From an optimization exercise on the open Yosys and OpenROAD flow, aimed at small area and a short achievable clock period; shortcuts taken in it are not production practice. Function was checked by simulation only, so behaviour that the tests miss may differ from the original. Power figures rest on the tool's default switching activity, not on a simulated workload.

==> build 46 <==
==> flow/design.v (excerpt) <==
module mips (
	input clk,
	input rst,
	output [31:0] imem_addr,
	input [31:0] imem_data,
	output [7:0] dmem_addr,
	output [31:0] dmem_wdata,
	output dmem_we,
	output dmem_re,
	output dmem_byte,
	input [31:0] dmem_rdata
);
export LEC_CHECK = 0
export CAP_MARGIN = 20
export CORE_MARGIN = 2
export CORE_UTILIZATION = 55
export CTS_BUF_LIST = sky130_fd_sc_hd__clkbuf_4 sky130_fd_sc_hd__clkbuf_8
export SETUP_SLACK_MARGIN = 3.0
export SLEW_MARGIN = 20
export SYNTH_HIERARCHICAL = 1
create_clock -name core_clock -period 9.0 [get_ports {clk}]
standard.sh (not shown) runs the stock make flow with config.mk's settings and CLKGATE_MAP_FILE= SYNTH_SCRIPT=/design/flow/synth_recipe.tcl, a recipe that flattens the netlist after the stock synthesis.
==> flow/flow/run.sh <==
#!/bin/bash
# The standard layout, with the port buffers made from plain buffers
# (buffer_ports otherwise picks a delay buffer for every port).
set -euo pipefail
export BUFFER_PORTS_ARGS="-buffer_cell sky130_fd_sc_hd__buf_4"
bash standard.sh > standard.log 2>&1
==> trial 2: changes against build 46 <==
CTS_CLUSTER_DIAMETER = 80   (was unset)
CTS_CLUSTER_SIZE = 15   (was unset)
SETUP_SLACK_MARGIN = 3.3   (was 3.0)
==> build 8: changes against build 46 <==
==> flow/run.sh (new file) <==
#!/bin/bash
# synth_recipe.tcl (not shown) runs the flow's synth.tcl, then flattens the netlist and writes it again
# the make line also repeats each setting of config.mk as NAME=value (left out here)
make -C /OpenROAD-flow-scripts/flow DESIGN_CONFIG=/design/flow/config.mk WORK_HOME=/design/flow/orfs CLKGATE_MAP_FILE= SYNTH_SCRIPT=/design/flow/synth_recipe.tcl finish
CORE_UTILIZATION = 45   (was 55)
CTS_BUF_LIST = unset   (was sky130_fd_sc_hd__clkbuf_4 sky130_fd_sc_hd__clkbuf_8)
SETUP_SLACK_MARGIN = 2.5   (was 3.0)
removed: flow/flow/run.sh
removed: flow/standard.sh
==> trial 89: changes against build 46 <==
--- a/flow/design.v
+++ b/flow/design.v
@@ -62,39 +62,35 @@
 	genvar gk;
 	generate
 		for (gk = 1; gk < 32; gk = gk + 1) begin : g_flat
 			assign q_all[32*gk-1 -: 32] = q[gk];
 			assign q_lo[8*gk-1 -: 8]    = q[gk][7:0];
 			assign q_hi[24*gk-1 -: 24]  = q[gk][31:8];
 		end
 	endgenerate
-	wire [31:0] a_n, r_n;
+	wire [31:0] a, rtv;
 	wire [31:1] hot_a_lo, hot_a_hi, hot_b;
 	rf_dec u_dec_a_lo (.sel(rs), .hot(hot_a_lo));
 	rf_dec u_dec_a_hi (.sel(rs), .hot(hot_a_hi));
 	rf_dec u_dec_b    (.sel(rt), .hot(hot_b));
-	wire [7:0] a_lo;
-	rf_port_fast #(.W(8)) u_rd_a_lo (.hot(hot_a_lo), .q(q_lo), .d(a_lo));
-	assign a_n[7:0] = ~a_lo;
-	rf_port #(.W(24)) u_rd_a_hi (.hot(hot_a_hi), .q(q_hi),  .d_n(a_n[31:8]));
-	rf_port #(.W(32)) u_rd_b    (.hot(hot_b),    .q(q_all), .d_n(r_n));
-	wire [31:0] a   = ~a_n;
-	wire [31:0] rtv = ~r_n;
-	wire [31:0] b, bx_n;
-	wire [31:0] se_n = ~se;
+	rf_port_fast #(.W(8))  u_rd_a_lo (.hot(hot_a_lo), .q(q_lo),  .d(a[7:0]));
+	rf_port_fast #(.W(24)) u_rd_a_hi (.hot(hot_a_hi), .q(q_hi),  .d(a[31:8]));
+	rf_port_fast #(.W(32)) u_rd_b    (.hot(hot_b),    .q(q_all), .d(rtv));
+	wire [31:0] b_n, bx;
 	genvar gb;
 	generate
 		for (gb = 0; gb < 32; gb = gb + 1) begin : g_bop
-			c_mux2i u_bm (.s(use_rt), .a1(r_n[gb]), .a0(se_n[gb]), .y(b[gb]));
-			c_xnor2 u_bx (.a(b[gb]), .b(do_sub), .y(bx_n[gb]));
+			c_mux2i u_bm (.s(use_rt), .a1(rtv[gb]), .a0(se[gb]), .y(b_n[gb]));
+			c_xnor2 u_bx (.a(b_n[gb]), .b(do_sub), .y(bx[gb]));
 		end
 	endgenerate
+	wire [31:0] b = ~b_n;
 	wire [31:0] sum;
-	ks_add_n #(.W(32), .L(5)) u_alu_add (.x_n(a_n), .y_n(bx_n), .ci(do_sub), .s(sum));
+	ks_add_p #(.W(32), .L(5)) u_alu_add (.x(a), .y(bx), .ci_n(~do_sub), .s(sum));
 	wire lt_x = a[31] ^ b[31];
 	wire lt_1 = lt_x ? a[31] : 1'b1;	 
 	wire lt_0 = lt_x ? a[31] : 1'b0;	 
 	wire sel_mem  = lw | lb;
 	wire sel_sum  = ~rst & ~sel_mem & res_sum;
 	wire sel_slt  = ~rst & ~sel_mem & ~res_sum & res_slt;
 	wire [31:0] logic_res = res_or ? (a | b) : (a & b);
 	wire [31:0] other = rst ? 32'b0 :
@@ -106,22 +102,22 @@
 	wire wd0_0  = early0 | (sel_slt & lt_0);
 	c_mux2 u_wd0 (.s(sum[31]), .a1(wd0_1), .a0(wd0_0), .y(wd_r[0]));
 	genvar gw;
 	generate
 		for (gw = 1; gw < 32; gw = gw + 1) begin : g_wd
 			c_a21o u_wd (.a1(sum[gw]), .a2(sel_sum), .b1(other[gw]), .y(wd_r[gw]));
 		end
 	endgenerate
-	ks_add_p8 u_addr_add (.x(a_lo), .y(imm[7:0]), .s(dmem_addr));
+	ks_add_p8 u_addr_add (.x(a[7:0]), .y(imm[7:0]), .s(dmem_addr));
 	assign dmem_wdata = rtv;
 	assign dmem_we    = sw | sb;
 	assign dmem_re    = lw | lb;
 	assign dmem_byte  = sb | lb;
-	wire eq = (a_n == r_n);
+	wire eq = (a == rtv);
 	wire take1 = (beq & ~a[31]) | (bne & a[31]);
 	wire take0 = (beq & ~a[31] & eq) | (bne & ~(~a[31] & eq));
 	wire [31:2] pc4 = pc + 30'd1;
 	wire [31:2] pcb = pc4 + se[29:0];
 	wire jump = j | jal;
 	wire [31:2] pc_nt = rst ? 30'b0 : jump ? {pc[31:28], imem_data[25:0]} : pc4;
 	wire [31:2] pc_tk = rst ? 30'b0 : jump ? {pc[31:28], imem_data[25:0]} : pcb;
 	wire [31:2] pc_s1 = take1 ? pc_tk : pc_nt;
@@ -142,41 +138,16 @@
 );
 	genvar i;
 	generate
 		for (i = 1; i < 32; i = i + 1) begin : g_hot
 			assign hot[i] = (sel == i);
 		end
 	endgenerate
 endmodule
-module rf_port #(parameter W = 32) (
-	input  [31:1]     hot,
-	input  [W*31-1:0] q,
-	output [W-1:0]    d_n
-);
-	genvar b, t;
-	generate
-		for (b = 0; b < W; b = b + 1) begin : g_bit
-			wire [10:0] t_n;
-			for (t = 0; t < 10; t = t + 1) begin : g_grp
-				c_a222oi u_g (
-					.a1(q[W*(3*t+1)-W+b]), .a2(hot[3*t+1]),
-					.b1(q[W*(3*t+2)-W+b]), .b2(hot[3*t+2]),
-					.c1(q[W*(3*t+3)-W+b]), .c2(hot[3*t+3]),
-					.y(t_n[t]));
-			end
-			c_nand2 u_g31 (.a(q[W*31-W+b]), .b(hot[31]), .y(t_n[10]));
-			wire [2:0] u;
-			c_nand4 u_u0 (.a(t_n[0]), .b(t_n[1]), .c(t_n[2]), .d(t_n[3]), .y(u[0]));
-			c_nand4 u_u1 (.a(t_n[4]), .b(t_n[5]), .c(t_n[6]), .d(t_n[7]), .y(u[1]));
-			c_nand3 u_u2 (.a(t_n[8]), .b(t_n[9]), .c(t_n[10]), .y(u[2]));
-			c_nor3  u_d  (.a(u[0]), .b(u[1]), .c(u[2]), .y(d_n[b]));
-		end
-	endgenerate
-endmodule
 module rf_port_fast #(parameter W = 8) (
 	input  [31:1]     hot,
 	input  [W*31-1:0] q,
 	output [W-1:0]    d
 );
 	genvar b, t;
 	generate
 		for (b = 0; b < W; b = b + 1) begin : g_bit
@@ -242,62 +213,62 @@
 			end
 		end
 		assign s[0] = h[0];
 		for (k = 1; k < 8; k = k + 1) begin : g_sum
 			c_xor2 u_s (.a(h[k]), .b(g3[k-1]), .y(s[k]));
 		end
 	endgenerate
 endmodule
-module ks_add_n #(parameter W = 32, parameter L = 5) (
-	input  [W-1:0] x_n,
-	input  [W-1:0] y_n,
-	input          ci,
+module ks_add_p #(parameter W = 32, parameter L = 5) (
+	input  [W-1:0] x,
+	input  [W-1:0] y,
+	input          ci_n,
 	output [W-1:0] s
 );
 	wire [W-1:0] h;
 	wire [W-1:0] g [0:L];
 	wire [W-1:0] p [0:L];
 	genvar l, k;
 	generate
 		for (k = 0; k < W; k = k + 1) begin : g_pg
-			c_xor2 u_h (.a(x_n[k]), .b(y_n[k]), .y(h[k]));
+			c_xor2 u_h (.a(x[k]), .b(y[k]), .y(h[k]));
 			if (k < W - 1) begin : g_gp
-				c_nor2  u_g (.a(x_n[k]), .b(y_n[k]), .y(g[0][k+1]));
-				c_nand2 u_p (.a(x_n[k]), .b(y_n[k]), .y(p[0][k+1]));
+				c_nand2 u_g (.a(x[k]), .b(y[k]), .y(g[0][k+1]));
+				c_nor2  u_p (.a(x[k]), .b(y[k]), .y(p[0][k+1]));
 			end
 		end
-		assign g[0][0] = ci;
-		assign p[0][0] = 1'b0;
+		assign g[0][0] = ci_n;
+		assign p[0][0] = 1'b1;
 		for (l = 1; l <= L; l = l + 1) begin : g_lvl
 			for (k = 0; k < W; k = k + 1) begin : g_pos
 				if (k >= (1 << (l - 1))) begin : g_op
 					if (l % 2 == 1) begin : g_odd
-						c_a21oi u_g (.a1(p[l-1][k]), .a2(g[l-1][k - (1 << (l - 1))]), .b1(g[l-1][k]), .y(g[l][k]));
+						c_o21ai u_g (.a1(p[l-1][k]), .a2(g[l-1][k - (1 << (l - 1))]), .b1(g[l-1][k]), .y(g[l][k]));
 						if (l < L && k >= (1 << l)) begin : g_p
-							c_nand2 u_p (.a(p[l-1][k]), .b(p[l-1][k - (1 << (l - 1))]), .y(p[l][k]));
+							c_nor2 u_p (.a(p[l-1][k]), .b(p[l-1][k - (1 << (l - 1))]), .y(p[l][k]));
 						end else begin : g_np
 							assign p[l][k] = 1'b0;
 						end
 					end else begin : g_even
-						c_o21ai u_g (.a1(p[l-1][k]), .a2(g[l-1][k - (1 << (l - 1))]), .b1(g[l-1][k]), .y(g[l][k]));
+						c_a21oi u_g (.a1(p[l-1][k]), .a2(g[l-1][k - (1 << (l - 1))]), .b1(g[l-1][k]), .y(g[l][k]));
 						if (l < L && k >= (1 << l)) begin : g_p
-							c_nor2 u_p (.a(p[l-1][k]), .b(p[l-1][k - (1 << (l - 1))]), .y(p[l][k]));
+							c_nand2 u_p (.a(p[l-1][k]), .b(p[l-1][k - (1 << (l - 1))]), .y(p[l][k]));
 						end else begin : g_np
-							assign p[l][k] = 1'b0;
+							assign p[l][k] = 1'b1;
 						end
 					end
 				end else begin : g_pass
 					c_inv u_g (.a(g[l-1][k]), .y(g[l][k]));
-					assign p[l][k] = 1'b0;
+					assign p[l][k] = (l % 2 == 1) ? 1'b0 : 1'b1;
 				end
 			end
 		end
 		for (k = 0; k < W; k = k + 1) begin : g_sum
-			c_xnor2 u_s (.a(h[k]), .b(g[L][k]), .y(s[k]));
+			c_xor2 u_s (.a(h[k]), .b(g[L][k]), .y(s[k]));
 		end
 	endgenerate
 endmodule
 module c_inv   (input a, output y); assign y = ~a; endmodule
 module c_nand2 (input a, b, output y); assign y = ~(a & b); endmodule
 module c_nand3 (input a, b, c, output y); assign y = ~(a & b & c); endmodule
 module c_nand4 (input a, b, c, d, output y); assign y = ~(a & b & c & d); endmodule
 module c_nor2  (input a, b, output y); assign y = ~(a | b); endmodule
==> flow/run.sh (new file) <==
#!/bin/bash
# synth_recipe.tcl (not shown) runs the flow's synth.tcl, then flattens the netlist and writes it again
# the make line also repeats each setting of config.mk as NAME=value (left out here)
make -C /OpenROAD-flow-scripts/flow DESIGN_CONFIG=/design/flow/config.mk WORK_HOME=/design/flow/orfs CLKGATE_MAP_FILE= SYNTH_SCRIPT=/design/flow/synth_recipe.tcl finish
SETUP_SLACK_MARGIN = 2.5   (was 3.0)
removed: flow/flow/run.sh
removed: flow/standard.sh
==> qor summary <==
quantity	build 8	trial 2	trial 89	build 46
Multi-input combinational cell count	2503	2495	2971	2488
Unrepaired setup endpoints after global routing	false	true	true	true
Final instance area	0.0601 mm^2	0.0607 mm^2	0.0653 mm^2	0.0586 mm^2
Wire length on met2	87500 um	91600 um	92900 um	87100 um
Shortest clock period the worst path allows after layout	6.57 ns	6.09 ns	6.60 ns	6.18 ns
Share of post-route cells with drive strength above 1	22.4%	30.1%	38.5%	27.1%
Via count	41208	43067	42212	41549
Result of the run	finished clean	complete, but fails checks	finished clean	finished clean
Violated checks	-	max-capacitance violations, max-slew violations	-	-
Maximum achievable frequency	152 MHz	164 MHz	152 MHz	162 MHz
Critical path startpoint	imem_data[19]	imem_data[16]	imem_data[17]	imem_data[21]
Total CTS buffers	107	81	172	166
Largest net degree at the start of global routing	57	59	63	59
Full die area	0.113 mm^2	0.0926 mm^2	0.102 mm^2	0.0926 mm^2
Row Count	121	110	115	110
Number of cells produced by synthesis	3691	3691	4125	3691

==> inputs of try-zinc <==
Another version of the RTL of mips (not shown whole).
make LEC_CHECK=0 CAP_MARGIN=20 CORE_MARGIN=2 CORE_UTILIZATION=45 SETUP_SLACK_MARGIN=2.5 SLEW_MARGIN=20 SYNTH_HIERARCHICAL=1 finish   # period 9.0 ns
run.sh (not shown) runs the stock make flow with config.mk's settings and CLKGATE_MAP_FILE= SYNTH_SCRIPT=/design/flow/synth_recipe.tcl, a recipe that flattens the netlist after the stock synthesis.
Stock flow here: none of the scripts above is used.
==> try-amber: changes against try-zinc <==
--- a/flow/design.v
+++ b/flow/design.v
@@ -69,13 +69,15 @@
 	endgenerate
 	wire [31:0] a_n, r_n;
 	wire [31:1] hot_a_lo, hot_a_hi, hot_b;
 	rf_dec u_dec_a_lo (.sel(rs), .hot(hot_a_lo));
 	rf_dec u_dec_a_hi (.sel(rs), .hot(hot_a_hi));
 	rf_dec u_dec_b    (.sel(rt), .hot(hot_b));
-	rf_port #(.W(8))  u_rd_a_lo (.hot(hot_a_lo), .q(q_lo),  .d_n(a_n[7:0]));
+	wire [7:0] a_lo;
+	rf_port_fast #(.W(8)) u_rd_a_lo (.hot(hot_a_lo), .q(q_lo), .d(a_lo));
+	assign a_n[7:0] = ~a_lo;
 	rf_port #(.W(24)) u_rd_a_hi (.hot(hot_a_hi), .q(q_hi),  .d_n(a_n[31:8]));
 	rf_port #(.W(32)) u_rd_b    (.hot(hot_b),    .q(q_all), .d_n(r_n));
 	wire [31:0] a   = ~a_n;
 	wire [31:0] rtv = ~r_n;
 	wire [31:0] b, bx_n;
 	wire [31:0] se_n = ~se;
@@ -106,14 +108,13 @@
 	genvar gw;
 	generate
 		for (gw = 1; gw < 32; gw = gw + 1) begin : g_wd
 			c_a21o u_wd (.a1(sum[gw]), .a2(sel_sum), .b1(other[gw]), .y(wd_r[gw]));
 		end
 	endgenerate
-	wire [7:0] imm_n = ~imm[7:0];
-	ks_add_n #(.W(8), .L(3)) u_addr_add (.x_n(a_n[7:0]), .y_n(imm_n), .ci(1'b0), .s(dmem_addr));
+	ks_add_p8 u_addr_add (.x(a_lo), .y(imm[7:0]), .s(dmem_addr));
 	assign dmem_wdata = rtv;
 	assign dmem_we    = sw | sb;
 	assign dmem_re    = lw | lb;
 	assign dmem_byte  = sb | lb;
 	wire eq = (a_n == r_n);
 	wire take1 = (beq & ~a[31]) | (bne & a[31]);
@@ -165,12 +166,87 @@
 			c_nand2 u_g31 (.a(q[W*31-W+b]), .b(hot[31]), .y(t_n[10]));
 			wire [2:0] u;
 			c_nand4 u_u0 (.a(t_n[0]), .b(t_n[1]), .c(t_n[2]), .d(t_n[3]), .y(u[0]));
 			c_nand4 u_u1 (.a(t_n[4]), .b(t_n[5]), .c(t_n[6]), .d(t_n[7]), .y(u[1]));
 			c_nand3 u_u2 (.a(t_n[8]), .b(t_n[9]), .c(t_n[10]), .y(u[2]));
 			c_nor3  u_d  (.a(u[0]), .b(u[1]), .c(u[2]), .y(d_n[b]));
+		end
+	endgenerate
+endmodule
+module rf_port_fast #(parameter W = 8) (
+	input  [31:1]     hot,
+	input  [W*31-1:0] q,
+	output [W-1:0]    d
+);
+	genvar b, t;
+	generate
+		for (b = 0; b < W; b = b + 1) begin : g_bit
+			wire [15:0] t_n;
+			for (t = 0; t < 15; t = t + 1) begin : g_grp
+				c_a22oi u_g (
+					.a1(q[W*(2*t+1)-W+b]), .a2(hot[2*t+1]),
+					.b1(q[W*(2*t+2)-W+b]), .b2(hot[2*t+2]),
+					.y(t_n[t]));
+			end
+			c_nand2 u_g31 (.a(q[W*31-W+b]), .b(hot[31]), .y(t_n[15]));
+			wire [3:0] u;
+			wire [1:0] v_n;
+			c_nand4 u_u0 (.a(t_n[0]),  .b(t_n[1]),  .c(t_n[2]),  .d(t_n[3]),  .y(u[0]));
+			c_nand4 u_u1 (.a(t_n[4]),  .b(t_n[5]),  .c(t_n[6]),  .d(t_n[7]),  .y(u[1]));
+			c_nand4 u_u2 (.a(t_n[8]),  .b(t_n[9]),  .c(t_n[10]), .d(t_n[11]), .y(u[2]));
+			c_nand4 u_u3 (.a(t_n[12]), .b(t_n[13]), .c(t_n[14]), .d(t_n[15]), .y(u[3]));
+			c_nor2  u_v0 (.a(u[0]), .b(u[1]), .y(v_n[0]));
+			c_nor2  u_v1 (.a(u[2]), .b(u[3]), .y(v_n[1]));
+			c_nand2 u_d  (.a(v_n[0]), .b(v_n[1]), .y(d[b]));
+		end
+	endgenerate
+endmodule
+module ks_add_p8 (
+	input  [7:0] x,
+	input  [7:0] y,
+	output [7:0] s
+);
+	wire [7:0] h, gn0, pn0;
+	wire [7:0] g1, p1;	 
+	wire [7:0] gn2, pn2;	 
+	wire [7:0] g3;		 
+	genvar k;
+	generate
+		for (k = 0; k < 8; k = k + 1) begin : g_pg
+			c_xor2  u_h (.a(x[k]), .b(y[k]), .y(h[k]));
+			c_nand2 u_g (.a(x[k]), .b(y[k]), .y(gn0[k]));
+			c_nor2  u_p (.a(x[k]), .b(y[k]), .y(pn0[k]));
+		end
+		for (k = 0; k < 7; k = k + 1) begin : g_l1
+			if (k == 0) begin : g_pass
+				c_inv u_g (.a(gn0[0]), .y(g1[0]));
+				assign p1[0] = 1'b0;
+			end else begin : g_op
+				c_o21ai u_g (.a1(pn0[k]), .a2(gn0[k-1]), .b1(gn0[k]), .y(g1[k]));
+				c_nor2  u_p (.a(pn0[k]), .b(pn0[k-1]), .y(p1[k]));
+			end
+		end
+		for (k = 0; k < 7; k = k + 1) begin : g_l2
+			if (k < 2) begin : g_pass
+				c_inv u_g (.a(g1[k]), .y(gn2[k]));
+				assign pn2[k] = 1'b1;
+			end else begin : g_op
+				c_a21oi u_g (.a1(p1[k]), .a2(g1[k-2]), .b1(g1[k]), .y(gn2[k]));
+				c_nand2 u_p (.a(p1[k]), .b(p1[k-2]), .y(pn2[k]));
+			end
+		end
+		for (k = 0; k < 7; k = k + 1) begin : g_l3
+			if (k < 4) begin : g_pass
+				c_inv u_g (.a(gn2[k]), .y(g3[k]));
+			end else begin : g_op
+				c_o21ai u_g (.a1(pn2[k]), .a2(gn2[k-4]), .b1(gn2[k]), .y(g3[k]));
+			end
+		end
+		assign s[0] = h[0];
+		for (k = 1; k < 8; k = k + 1) begin : g_sum
+			c_xor2 u_s (.a(h[k]), .b(g3[k-1]), .y(s[k]));
 		end
 	endgenerate
 endmodule
 module ks_add_n #(parameter W = 32, parameter L = 5) (
 	input  [W-1:0] x_n,
 	input  [W-1:0] y_n,
@@ -230,9 +306,10 @@
 module c_xnor2 (input a, b, output y); assign y = ~(a ^ b); endmodule
 module c_a21oi (input a1, a2, b1, output y); assign y = ~((a1 & a2) | b1); endmodule
 module c_o21ai (input a1, a2, b1, output y); assign y = ~((a1 | a2) & b1); endmodule
 module c_a21o  (input a1, a2, b1, output y); assign y = (a1 & a2) | b1; endmodule
 module c_mux2i (input s, a1, a0, output y); assign y = ~(s ? a1 : a0); endmodule
 module c_mux2  (input s, a1, a0, output y); assign y = s ? a1 : a0; endmodule
+module c_a22oi (input a1, a2, b1, b2, output y); assign y = ~((a1 & a2) | (b1 & b2)); endmodule
 module c_a222oi (input a1, a2, b1, b2, c1, c2, output y);
 	assign y = ~((a1 & a2) | (b1 & b2) | (c1 & c2));
 endmodule
==> flow/flow/run.sh (new file) <==
#!/bin/bash
# The standard layout, with the port buffers made from plain buffers
# (buffer_ports otherwise picks a delay buffer for every port).
set -euo pipefail
export BUFFER_PORTS_ARGS="-buffer_cell sky130_fd_sc_hd__buf_4"
bash standard.sh > standard.log 2>&1
==> flow/standard.sh (new file) <==
#!/bin/bash
# synth_recipe.tcl (not shown) runs the flow's synth.tcl, then flattens the netlist and writes it again
# the make line also repeats each setting of config.mk as NAME=value (left out here)
make -C /OpenROAD-flow-scripts/flow DESIGN_CONFIG=/design/flow/config.mk WORK_HOME=/design/flow/orfs CLKGATE_MAP_FILE= SYNTH_SCRIPT=/design/flow/synth_recipe.tcl "${@:-finish}"
==> flow/config.mk (replaced) <==
export PLATFORM = sky130hd
export DESIGN_NAME = mips
export DESIGN_NICKNAME = mips
export VERILOG_FILES = /design/flow/design.v
export SDC_FILE = /design/flow/constraint.sdc
export NUM_CORES = 4
export LEC_CHECK = 0
export CAP_MARGIN = 20
export CORE_MARGIN = 2
export CORE_UTILIZATION = 65
export CTS_BUF_LIST = sky130_fd_sc_hd__clkbuf_4 sky130_fd_sc_hd__clkbuf_8
export SETUP_SLACK_MARGIN = 3.0
export SLEW_MARGIN = 20
export SYNTH_HIERARCHICAL = 1
removed: flow/run.sh
==> metrics.md <==
| Metric | Value |
|---|---|
| Critical path, cell by cell | buf_2 -> nand3b_1 -> buf_12 -> buf_4 -> nor2_4 -> a222oi_1 -> nand4_1 -> nor3_4 -> inv_1 -> clkdlybuf4s50_1 |
| Post-synthesis xor/xnor area fraction | 0.0349 |
| All-Layer GR Usage | 0.361 |
| Worst-margin pin slew | 1.10 ns |
| Status | finished clean |
| Syn Inst Count | 3,666 |
| Post-Syn Area per Cell | 13.4 sq um |
| Sw frac | 0.295 |
The numbers above come from try-zinc.

==> metrics.md <==
| Metric | Value |
|---|---|
| Register bank with the most flops | g.r |
| All-Layer GR Usage | 0.500 |
| VDD IR-drop max | 0.000188 V |
| Post-Syn Area per Cell | 13.4 sq um |
| Status | finished clean |
| Post-synthesis xor/xnor area fraction | 0.0351 |
| Worst-margin pin slew | 1.28 ns |
| Filler instances | 4,371 |
The numbers above come from try-amber.

-- afterwards: timing with drivers on the ports --
How much do the figures lean on ideal ports? The routed layouts below were timed once more, with nothing changed but the port constraints. Step 1 assumes that a clkbuf_16 drives the clock port and a buf_2 every other input. Step 2, shift: input delay + t, output delay - t, t = (earliest + latest rising clock arrival at the registers) / 2. This alone moves slack from input paths to output paths. Three values: ideal ports, drivers, drivers and shift; two values: the first two.
| run | t (ns) | setup WS [ns] | worst setup path after step 2 | clock arrival spread, ns |
|---|---|---|---|---|
| build 46 | 0.909 | 2.823 / 2.769 / 1.955 | input to register | 0.051 / 0.051 |
| trial 2 | 0.854 | 2.913 / 2.650 / 2.065 | input to register | 0.044 / 0.044 |
| build 8 | 0.788 | 2.435 / 2.413 / 1.741 | input to register | 0.058 / 0.058 |
| trial 89 | 0.917 | 2.404 / 2.379 / 1.734 | input to register | 0.040 / 0.040 |
| try-zinc | 0.781 | 2.444 / 2.382 / 1.871 | input to register | 0.036 / 0.036 |
| try-amber | 0.908 | 2.467 / 2.256 / 1.782 | input to register | 0.074 / 0.074 |
For build 46, which loses most, drivers alone change the setup slack by -0.054 ns; drivers and shift together by -0.868 ns.
